Source: an optimization exercise on an open RTL-to-GDS flow (aim: small area). Production flows keep margins and buffers that such runs may drop. Function was checked by simulation only, so behaviour that the tests miss may differ from the original. Power and IR drop assume default switching activity.

==> flow/design.v, too long to show whole: its modules and the start of the top module <==
// module SubRenderer: 6986 lines
module SubRenderer(clk, rst, hcount, vcount, blank, startscreen, collision,
                   yPos, fish1X, fish1Y, fish2X, fish2Y, octo1X, octo1Y,
                   rock1X, rock1Y, shark1X, shark1Y,
                   bub1Y, bub2Y, bub3Y, bub4Y, bub5Y, waveX,
                   R, G, B);
  // ...
==> flow/run.sh <==
#!/bin/bash
# synth_recipe.tcl (not shown) runs the flow's synth.tcl, then flattens the netlist and writes it again
# the make line also repeats each setting of config.mk as NAME=value (left out here)
make -C /OpenROAD-flow-scripts/flow DESIGN_CONFIG=/design/flow/config.mk WORK_HOME=/design/flow/orfs CLKGATE_MAP_FILE= SYNTH_SCRIPT=/design/flow/synth_recipe.tcl finish
==> flow/config.mk <==
export PLATFORM = sky130hd
export DESIGN_NAME = SubRenderer
export DESIGN_NICKNAME = SubRenderer
export VERILOG_FILES = /design/flow/design.v
export SDC_FILE = /design/flow/constraint.sdc
export NUM_CORES = 4
export LEC_CHECK = 0
export ABC_AREA = 1
export CAP_MARGIN = 20
export CORE_MARGIN = 2
export CORE_UTILIZATION = 40
export SLEW_MARGIN = 20
==> flow/constraint.sdc <==
create_clock -name core_clock -period 25.0 [get_ports {clk}]
set_input_delay 5.0000 -clock core_clock [delete_from_list [all_inputs] [get_ports {clk}]]
set_output_delay 5.0000 -clock core_clock [all_outputs]
set_load 0.01 [all_outputs]
==> summary.txt, run 1 <==
Counting flops and latches in the post-synthesis netlist gives 8. The final design instance area without fill is 0.0126 mm^2. Among the stages of the critical path, the cell type that occurs most often is sky130_fd_sc_hd__fa_1. The worst slack at placement came out at 10.79 ns.

The detail route stage leaves a number of antenna-violating nets equal to 0. The maximum number of pins on one net before global-route repair came out at 17. The predominant post-synthesis flop cell is sky130_fd_sc_hd__dfxtp_1.

The slowest stage of the critical path is the sky130_fd_sc_hd__clkdlybuf4s50_1 cell. The largest driver fanout on the critical path came out at 15. The total area of sequential cells came out at 160 um^2. Headroom to the max-slew limit came out at 0.456. Counting buffers and inverters, the worst setup path is 34 cells deep. The fraction of power consumed by combinational cells came out at 0.888. The most common cell after layout, fill and taps aside is sky130_fd_sc_hd__nand2_1. The simple-gate portion of the synthesized area came out at 0.377. Clock tree synthesis found a total of 8 sinks. The average size of a mapped cell is 6.16 um^2. The number of max-cap violations came out at 0. The net count reported at finish came out at 2213.

For this run, the number of Yosys warnings is 1. The dominant combinational cell family by area after synthesis is simple AND/OR/NAND/NOR gates. In this run the worst setup path terminates at G[2]. The flow ran to the end and the layout has no timing, DRC or antenna violations. The cell family contributing the most delay on the critical path is adder cells. After detailed routing, no signal wire sits above met4. The vertical extent of the die is 160 um. Of the available clock period, the critical path in the final layout requires 0.562.

The level count of the clock H-tree is 1. The critical path starts at hcount[0]. The count of inserted tapcells came out at 324. The static leakage came out at 5.73 nW. Data on the critical path is required at its endpoint by 25.16 ns. In the layout the commonest cells are 394 x sky130_fd_sc_hd__nand2_1, 263 x sky130_fd_sc_hd__inv_1, 238 x sky130_fd_sc_hd__clkdlybuf4s50_1.

The number of post-CTS setup repair buffers came out at 0. The total wire length after detailed routing came out at 38.5 mm. Once routing completed, OpenROAD measured the worst setup slack at 10.96 ns.

The global-route wire length before repair came out at 60.8 mm. The count of vias placed by the detailed router came out at 11681. 239 I/O pins were placed. The xor and xnor area share after synthesis came out at 0.00179.

The final hold violation count is 0. The maximum number of buffers from clock root to sink is 2.
==> run 2: changes to the inputs <==
==> flow/flow/run.sh (new file) <==
#!/bin/bash
# The standard layout (standard.sh), with the smallest buffer, buf_1, as the buffer
# that placement puts on every input and output port.
set -euo pipefail
export BUFFER_PORTS_ARGS="-buffer_cell sky130_fd_sc_hd__buf_1"
bash standard.sh > standard.log 2>&1
==> flow/standard.sh (new file) <==
#!/bin/bash
# synth_recipe.tcl (not shown) runs the flow's synth.tcl, then flattens the netlist and writes it again
# the make line also repeats each setting of config.mk as NAME=value (left out here)
make -C /OpenROAD-flow-scripts/flow DESIGN_CONFIG=/design/flow/config.mk WORK_HOME=/design/flow/orfs CLKGATE_MAP_FILE= SYNTH_SCRIPT=/design/flow/synth_recipe.tcl "${@:-finish}"
removed: flow/run.sh
==> summary.txt, run 2 <==
Outcome: no timing/DRC/antenna violations (unchanged). The sum of negative setup slack came out at 0 ns (unchanged). The remaining global-route overflow came out at 0 (unchanged). The number of max-cap violations is 0 (unchanged). The average size of a mapped cell was 6.16 um^2 (unchanged). The dominant combinational cell family by area after synthesis is simple AND/OR/NAND/NOR gates (unchanged). The final max-slew violation count was 0 (unchanged). The predominant post-synthesis flop cell is sky130_fd_sc_hd__dfxtp_1 (unchanged). The number of antenna violations at the first check in global routing is 0 (unchanged). The total inserted antenna cells came out at 0 (unchanged). The synthesized-area fraction occupied by adder cells is 0.327 (unchanged). The post-route clock period utilization came out at 0.545 (was 0.562).

The area growth from synthesis to layout is 13.7% (was 28.7%). The worst reg2reg path endpoint is R[1] (was G[0]). The worst-case vdd ir drop came out at 0.0166 mV (was 0.0172 mV).

The origin of the worst min-delay path is B[0] (unchanged). The largest driver fanout on the critical path is 15 (unchanged). The achievable clock frequency is 73.4 MHz (was 71.2 MHz).

The final routed wire length divided by cell count came out at 17.6 um (was 18.1 um). The final weighted congestion in routability-driven placement was 0.973 (was 0.954). The initial core utilization came out at 0.405 (unchanged). The clock sink total came to 8 (unchanged).

The clock tree from TritonCTS is built (unchanged). The number of design-rule violations left by the first detailed-router iteration is 969 (was 956). The level count of the clock H-tree is 1 (unchanged). The flip-flop and latch count after synthesis is 8 (unchanged). The full die area is 0.0257 mm^2 (unchanged).

The net count after synthesis came out at 1987 (unchanged). The proportion of netlist area held by the largest area contributor came out at 0.285 (unchanged). The layer with the highest usage after global routing is met2 (unchanged). The number of iterations in the first detailed-routing pass is 6 (unchanged). The final hold violation count came out at 0 (unchanged). The register-to-register setup slack came out at 24.27 ns (was 24.28 ns). The remaining routing DRC violations was 0 (unchanged). The placed wire-length estimate after detailed placement was 31.0 mm (was 31.6 mm). The count of vias placed by the detailed router came out at 11712 (was 11681). The number of synthesized flops with an enable pin is 0 (unchanged).

The endpoint arrival time on the critical path was 13.78 ns (was 14.19 ns). The global routing met1 resource utilization is 0.380 (was 0.396). The worst slack at placement came out at 11.19 ns (was 10.79 ns). The cell with the biggest individual delay on the critical path was sky130_fd_sc_hd__inv_1 (was sky130_fd_sc_hd__clkdlybuf4s50_1).

The number of cells on the worst hold path was 2 (unchanged). The category of the critical setup timing path is input pin to register (unchanged). The total wire length after detailed routing is 37.5 mm (was 38.5 mm). Most frequent cells in the layout: 394 x sky130_fd_sc_hd__nand2_1, 263 x sky130_fd_sc_hd__inv_1, 238 x sky130_fd_sc_hd__buf_1 (was 394 x sky130_fd_sc_hd__nand2_1, 263 x sky130_fd_sc_hd__inv_1, 238 x sky130_fd_sc_hd__clkdlybuf4s50_1). Leading cell types by total area after synthesis: sky130_fd_sc_hd__fa_1 29%, sky130_fd_sc_hd__nand2_1 15%, sky130_fd_sc_hd__inv_1 10% (unchanged).

The async set-reset flop share out of synthesis is 0 (unchanged). The most frequent cell on the critical path was sky130_fd_sc_hd__fa_1 (unchanged). The worst clock skew came to 0 ns (unchanged). The met3 global-route usage was 0.0319 (was 0.0288). The total standard cell area after synthesis came out at 0.00976 mm^2 (unchanged). The global-route wire length before repair came out at 59.5 mm (was 60.8 mm). The aggregate global-route resource usage came out at 0.291 (was 0.298). The endpoint type of the worst setup path is a register (unchanged). The placeable core region came out at 0.0241 mm^2 (unchanged).

The static leakage came out at 5.11 nW (was 5.73 nW). The number of failing setup endpoints in the final timing report is 0 (unchanged). The synthesized instance count came out at 1584 (unchanged). The shortest clock period the worst path allows after layout came out at 13.62 ns (was 14.04 ns). The most common cell after layout, fill and taps aside was sky130_fd_sc_hd__nand2_1 (unchanged). The startpoint type of the worst setup path is an input pin (unchanged). The number of buffers created by CTS is 3 (unchanged). Top cell types by occurrence after synthesis: 394 x sky130_fd_sc_hd__nand2_1, 263 x sky130_fd_sc_hd__inv_1, 168 x sky130_fd_sc_hd__nand3_1, 153 x sky130_fd_sc_hd__nor2_1, 139 x sky130_fd_sc_hd__fa_1 (unchanged). The worst-margin pin slew is 0.842 ns (was 0.815 ns). The insertion delay to the later sink of the worst-skew pair is 0.24 ns (about the same). The number of gates given a new drive strength after cts came out at 0 (unchanged). The maximum number of buffers from clock root to sink is 2 (unchanged). The maximum number of pins on one net before global-route repair came out at 17 (unchanged). The number of post-CTS setup repair buffers came to 0 (unchanged). The total power divided by cell area is 30.8 mW/mm^2 (was 29.1 mW/mm^2). Unrepaired setup endpoints after global routing: false (unchanged). The multiplexer fraction of the synthesized cell area is 0 (unchanged). The net count reported at finish came out at 2217 (was 2213). The worst relative slew slack came out at 0.439 (was 0.456).

The final-layout worst hold slack came out at 0.486 ns (was 0.475 ns). The ratio of cells with drive above 1 in the final layout is 0.0248 (was 0.0227). The critical path data required time is 25.17 ns (was 25.16 ns).

The xor and xnor area share after synthesis is 0.00179 (unchanged). The worst hold path class is register to register (unchanged). The clock transition at the registers of the reported paths was 0.04 ns (about the same). The overall die width is 160 um (unchanged).

The count of cell types in the netlist came out at 53 (unchanged). The clock root buffer master was sky130_fd_sc_hd__clkbuf_16 (unchanged). The most frequent cell after synthesis is sky130_fd_sc_hd__nand2_1 (unchanged). The number of vias per cell is 5.48 (about the same). The count of pins on the block boundary came out at 239 (unchanged). The via count of the first global-routing pass came out at 11358 (was 11528). The source of the worst register-to-register timing path is R[1] (was G[0]). The global routing met2 resource utilization was 0.495 (was 0.534). The final setup slack of the worst path is 11.38 ns (was 10.96 ns). The cell depth of the worst flop-to-flop path is 2 (unchanged).

The count of warnings emitted by yosys is 1 (unchanged). The cell type with the largest total area after synthesis is sky130_fd_sc_hd__fa_1 (unchanged). The stage delay of the slowest cell on the critical path came to 0.50 ns (was 0.82 ns).

The post-cts hold buffer count came out at 0 (unchanged). The vertical extent of the die came to 160 um (unchanged). The count of buffers from port buffering is 238 (unchanged). The number of cell rows came to 57 (unchanged). The remaining antenna violation count after routing came to 0 (unchanged). The fraction of the mapped netlist area in compound gates came out at 0.156 (unchanged). The end point of the worst hold path is B[0] (unchanged). The simple-gate portion of the synthesized area is 0.377 (unchanged).

Largest registers: G: 3 flops, R: 3 flops, B: 2 flops (unchanged). The sequential-to-total area share from yosys stat came out at 0.0164 (unchanged).
## run 2: cell counts after synthesis
Identical to the previous run, type by type.
## run 2: metrics by stage
step,instances,power [W],area (um^2),utilization
finish,2136,0.000342,11100,0.461
global route,2136,0.000384,11100,0.461
CTS,2136,0.000338,11100,0.461
detailed placement,2133,0.000308,11000,0.457
global placement,2133,0.000309,11000,0.457
floorplan,1584,0.000222,9760,-
## run 2: critical path: cells and delay by family
kind / cells / cell delay, ns
AND/OR/NAND/NOR: 12 / 1.32
AO/OA/AOI/OAI: 5 / 1.04
adder cells (fa/ha/maj): 13 / 4.90
buffers and inverters: 6 / 1.51
## run 2: area by class of cell
class,instances,area (um^2)
Clock buffer,3,75.1
Fill cell,2702,13000
Inverter,281,1050
Multi-Input combinational cell,1269,8410
Sequential cell,8,160
Tap cell,324,405
Timing Repair Buffer,251,991
## run 2: cell families (layout without fill, tap and decap cells)
group           count (synthesis)  after routing
simple gates                  843            843
buf+inv                       307            535
compound gates                252            252
fa+ha+maj                     172            172
flops                           8              8
xor+xnor                        2              2
## run 2: worst max path at each step
| stage | from | end | slack (ns) |
|---|---|---|---|
| final | hcount[0] | B[1] | 11.38 |
| after floorplan | hcount[0] | B[0] | 13.10 |
| after global placement | hcount[0] | B[0] | 11.29 |
| after global routing | hcount[0] | B[1] | 10.76 |
| after detailed placement | hcount[0] | B[0] | 11.19 |
| after CTS | hcount[0] | B[0] | 11.37 |
## run 2: report_power, final
group	switching (W)	total, W	internal [W]
Combinational	0.000199	0.000301	0.000103
Clock	0.00000707	0.0000278	0.0000207
Sequential	0.0000000861	0.0000130	0.0000129
Total	0.000206	0.000342	0.000136
## run 2: layer usage
| metal | part of all wire | vias up |
|---|---|---|
| li1 | - | 5663 |
| met1 | 0.41 | 5443 |
| met2 | 0.47 | 530 |
| met3 | 0.078 | 76 |
| met4 | 0.040 | 0 |
| met5 | 0 | - |
==> run 3: changes to the inputs <==
==> flow/flow/run.sh (replaced) <==
#!/bin/bash
# The standard layout (standard.sh) with two changes:
#  - synthesis maps the logic with flow/abc_deep.script (ABC's deepsyn, then area
#    mapping) in place of ORFS's abc_area.script; everything else in the synthesis
#    is synth_recipe.tcl unchanged;
#  - placement buffers every input and output port with buf_1, the smallest buffer.
# Each tool's output goes to the ORFS logs under orfs/logs; standard.sh's own output
# goes to standard.log.
set -euo pipefail
HERE=$(pwd)
export MY_ABC_SCRIPT="$HERE/flow/abc_deep.script"
export BUFFER_PORTS_ARGS="-buffer_cell sky130_fd_sc_hd__buf_1"
{
  cat <<'EOT'
proc abc {args} {
  set i [lsearch -exact $args -script]
  if {$i >= 0} {
    set args [lreplace $args [expr {$i + 1}] [expr {$i + 1}] $::env(MY_ABC_SCRIPT)]
  }
  yosys abc {*}$args
}
EOT
  cat synth_recipe.tcl
} > own_synth.tcl
sed "s#SYNTH_SCRIPT=[^ ]*#SYNTH_SCRIPT=$HERE/own_synth.tcl#" standard.sh > own_standard.sh
grep -q "SYNTH_SCRIPT=$HERE/own_synth.tcl" own_standard.sh
bash own_standard.sh > standard.log 2>&1
==> flow/flow/abc_deep.script (new file) <==
strash; &get -n; &deepsyn -T 60; &put; strash; dch -f; amap; topo
==> summary.txt, run 3 <==
Outcome: no timing/DRC/antenna violations (unchanged). The count of pins on the block boundary came out at 239 (unchanged). The remaining antenna violation count after routing came to 0 (unchanged).

The shortest clock period the worst path allows after layout is 15.38 ns (was 13.62 ns). The source of the worst register-to-register timing path is G[0] (was R[1]). The endpoint type of the worst setup path is a register (unchanged).

The clock tree from TritonCTS is built (unchanged). The cell depth of the worst flop-to-flop path is 3 (was 2). The vertical extent of the die is 147 um (was 160 um).

The number of cells on the worst hold path is 2 (unchanged). The placed wire-length estimate after detailed placement came out at 27.3 mm (was 31.0 mm). The clock transition at the registers of the reported paths is 0.04 ns (about the same). The number of cell rows was 52 (was 57). The full die area was 0.0216 mm^2 (was 0.0257 mm^2).

The worst relative slew slack came out at 0.461 (was 0.439). The sequential-to-total area share from yosys stat came out at 0.0196 (was 0.0164). The most frequent cell after synthesis is sky130_fd_sc_hd__clkinv_1 (was sky130_fd_sc_hd__nand2_1). The total standard cell area after synthesis is 0.00819 mm^2 (was 0.00976 mm^2). The final hold violation count came out at 0 (unchanged).

The number of buffers created by CTS is 3 (unchanged). The initial core utilization is 0.406 (was 0.405). Top cell types by occurrence after synthesis: 228 x sky130_fd_sc_hd__clkinv_1, 169 x sky130_fd_sc_hd__nor2_1, 139 x sky130_fd_sc_hd__fa_1, 83 x sky130_fd_sc_hd__nand2_1, 66 x sky130_fd_sc_hd__o21ai_0 (was 394 x sky130_fd_sc_hd__nand2_1, 263 x sky130_fd_sc_hd__inv_1, 168 x sky130_fd_sc_hd__nand3_1, 153 x sky130_fd_sc_hd__nor2_1, 139 x sky130_fd_sc_hd__fa_1).

The overall die width came out at 147 um (was 160 um). The stage delay of the slowest cell on the critical path is 0.70 ns (was 0.50 ns). The synthesized instance count came out at 1117 (was 1584). The proportion of netlist area held by the largest area contributor is 0.340 (was 0.285). The insertion delay to the later sink of the worst-skew pair is 0.23 ns (was 0.24 ns).

The critical path data required time was 25.13 ns (was 25.17 ns). The final-layout worst hold slack is 0.504 ns (was 0.486 ns). The net count reported at finish is 1780 (was 2217). The maximum number of pins on one net before global-route repair is 17 (unchanged). The count of buffers from port buffering was 238 (unchanged).

The worst-case vdd ir drop came to 0.0147 mV (was 0.0166 mV). The final-layout fill cell count came out at 2147 (was 2702). The count of vias placed by the detailed router is 9704 (was 11712).

The cell with the biggest individual delay on the critical path was sky130_fd_sc_hd__clkinv_1 (was sky130_fd_sc_hd__inv_1). The number of max-cap violations is 0 (unchanged). The total power divided by cell area was 31.8 mW/mm^2 (was 30.8 mW/mm^2). The most frequent cell on the critical path is sky130_fd_sc_hd__fa_1 (unchanged). The post-route clock period utilization is 0.615 (was 0.545). The count of warnings emitted by yosys is 1 (unchanged). The most common cell after layout, fill and taps aside is sky130_fd_sc_hd__buf_1 (was sky130_fd_sc_hd__nand2_1).

The final core area utilization came out at 0.478 (was 0.461). The number of design-rule violations left by the first detailed-router iteration came out at 693 (was 969). The global-route wire length before repair is 50.0 mm (was 59.5 mm). The end point of the worst hold path is B[0] (unchanged). The number of synthesized flops with an enable pin came out at 0 (unchanged). The count of cell types in the netlist came to 52 (was 53).

The level count of the clock H-tree came out at 1 (unchanged). The final weighted congestion in routability-driven placement was 0.994 (was 0.973). The net count after synthesis is 1520 (was 1987). The worst clock skew came to 0 ns (unchanged).

The placeable core region is 0.0202 mm^2 (was 0.0241 mm^2). The largest driver fanout on the critical path was 13 (was 15). Largest registers: G: 3 flops, R: 3 flops, B: 2 flops (unchanged). The number of post-CTS setup repair buffers came out at 0 (unchanged).

The number of buffers and inverters on the critical path came out at 6 (unchanged). The worst reg2reg path endpoint was G[0] (was R[1]). The flip-flop and latch count after synthesis is 8 (unchanged). The number of failing setup endpoints in the final timing report came out at 0 (unchanged).

The sum of negative setup slack was 0 ns (unchanged). The remaining routing DRC violations came to 0 (unchanged). The clock root buffer master is sky130_fd_sc_hd__clkbuf_16 (unchanged). The remaining global-route overflow was 0 (unchanged). The kind of cell adding the most delay to the critical path is adder cells (unchanged). The endpoint arrival time on the critical path was 15.52 ns (was 13.78 ns). The achievable clock frequency is 65.0 MHz (was 73.4 MHz). The cell type with the largest total area after synthesis is sky130_fd_sc_hd__fa_1 (unchanged). The final instance count without filler cells is 1645 (was 2136). The async set-reset flop share out of synthesis is 0 (unchanged). The post-cts hold buffer count is 0 (unchanged).

The final routed wire length divided by cell count came to 19.7 um (was 17.6 um). The number of gates given a new drive strength after cts came out at 0 (unchanged). The maximum number of buffers from clock root to sink was 2 (unchanged). The area growth from synthesis to layout came out at 17.8% (was 13.7%). The average size of a mapped cell is 7.33 um^2 (was 6.16 um^2). The category of the critical setup timing path is input pin to register (unchanged).

The clock sink total came out at 8 (unchanged). The static leakage came out at 3.14 nW (was 5.11 nW). The number of iterations in the first detailed-routing pass is 5 (was 6). The number of vias per cell came to 5.90 (was 5.48).

The total wire length after detailed routing was 32.4 mm (was 37.5 mm). The placed instance count is 1642 (was 2133). Unrepaired setup endpoints after global routing: false (unchanged). The total inserted antenna cells is 0 (unchanged).

The final max-slew violation count came to 0 (unchanged). The ratio of cells with drive above 1 in the final layout is 0.0175 (was 0.0248). The origin of the worst min-delay path is B[0] (unchanged). The startpoint type of the worst setup path is an input pin (unchanged). The via count of the first global-routing pass came out at 9386 (was 11358). The worst-margin pin slew is 0.788 ns (was 0.842 ns).

The number of antenna violations at the first check in global routing was 0 (unchanged). Leading cell types by total area after synthesis: sky130_fd_sc_hd__fa_1 34%, sky130_fd_sc_hd__clkinv_1 10%, sky130_fd_sc_hd__nor2_1 7.7% (was sky130_fd_sc_hd__fa_1 29%, sky130_fd_sc_hd__nand2_1 15%, sky130_fd_sc_hd__inv_1 10%). The worst hold path class is register to register (unchanged). The aggregate global-route resource usage was 0.295 (was 0.291). The register-to-register setup slack is 24.16 ns (was 24.27 ns). The predominant post-synthesis flop cell was sky130_fd_sc_hd__dfxtp_1 (unchanged).

Most frequent cells in the layout: 238 x sky130_fd_sc_hd__buf_1, 228 x sky130_fd_sc_hd__clkinv_1, 169 x sky130_fd_sc_hd__nor2_1 (was 394 x sky130_fd_sc_hd__nand2_1, 263 x sky130_fd_sc_hd__inv_1, 238 x sky130_fd_sc_hd__buf_1).
run 3: cell types whose count changed after synthesis, sizes merged, moves of 12 or more:
cell    previous run  this run
a21oi             79        50
a221oi             2        15
a222oi             0        12
clkbuf            15         0
clkinv             6       228
inv              275         0
nand2            401        83
nand3            169        24
nand4             43        15
o211ai            17         4
o21ai             80        66
or4                0        20
run 3: final cells by class:
cell class                      count  area, um^2  area share
Sequential cell                     8         160      0.0166
Tap cell                          270         338      0.0350
Clock buffer                        3        75.1     0.00778
Multi-Input combinational cell    881        7200       0.746
Timing Repair Buffer              255        1020       0.106
Inverter                          228         856      0.0887
run 3: power breakdown:
| part | switching, W | total [W] | internal [W] |
|---|---|---|---|
| Sequential | 0.0000000957 | 0.0000130 | 0.0000129 |
| Clock | 0.00000619 | 0.0000268 | 0.0000206 |
| Combinational | 0.000169 | 0.000267 | 0.0000983 |
run 3: metal layers:
layer	up-vias	track usage	share of wire
li1	4508	-	-
met1	4562	0.404	0.40
met2	559	0.480	0.46
met3	75	0.0441	0.098
met4	0	0.0995	0.038
met5	-	0	0
run 3: worst max-delay path by stage:
| stage | from | end | slack (ns) | cells after the start |
|---|---|---|---|---|
| global route | hcount[3] | B[1] | 8.98 | 36 |
| global placement | hcount[3] | B[1] | 9.68 | 36 |
| detailed placement | hcount[3] | B[1] | 9.49 | 36 |
| CTS | hcount[3] | B[1] | 9.68 | 36 |
| finish | hcount[3] | B[1] | 9.62 | 36 |
| floorplan | hcount[2] | B[1] | 10.02 | 34 |
run 3: stage by stage:
stage	setup WS, ns	power (W)	area [um^2]
after floorplan	10.02	0.000193	8190
after global placement	9.68	0.000274	9570
after detailed placement	9.49	0.000273	9570
after CTS	9.68	0.000301	9650
after global routing	8.98	0.000338	9650
final	9.62	0.000307	9650
run 3: tightest hold or removal path: cells and delay by family (launching register included):
| kind | cells | cell delay, ns |
|---|---|---|
| DFF | 1 | 0.33 |
| buffers and inverters | 1 | 0.05 |
| AOI/OAI and AO/OA | 1 | 0.07 |
run 3: cells by family after synthesis:
kind of cell,synth area share
DFF,0.0196
adders and majority gates,0.390
buffers and inverters,0.104
and+or+nand+nor,0.239
AOI/OAI and AO/OA,0.247

-- port drivers added, routing unchanged --
The results above use ideal ports. As a check the final layouts listed here were re-extracted and re-timed, cells and wires unchanged.
Step 1 sets driving cells, clkbuf_16 on the clock port and buf_2 on the other inputs (assumed; they add their load-dependent delay and slew).
Step 2, shift: input delay + t, output delay - t, t = (earliest + latest rising clock arrival at the registers) / 2. This alone moves slack from input paths to output paths.
a / b / c = no drivers / after step 1 / after step 2; a / b = the first two.
| run | t, ns | setup slack, ns | worst setup path at the end | cell pins on the clock port's net |
|---|---|---|---|---|
| run 1 | 0.263 | 10.962 / 10.969 / 10.706 | input to register | 1 |
| run 2 | 0.265 | 11.382 / 11.388 / 11.124 | input to register | 1 |
| run 3 | 0.269 | 9.615 / 9.626 / 9.358 | input to register | 1 |
After both steps every run listed still meets setup and hold. For run 2, which loses most, drivers alone change the setup slack by +0.006 ns; drivers and shift together by -0.258 ns.
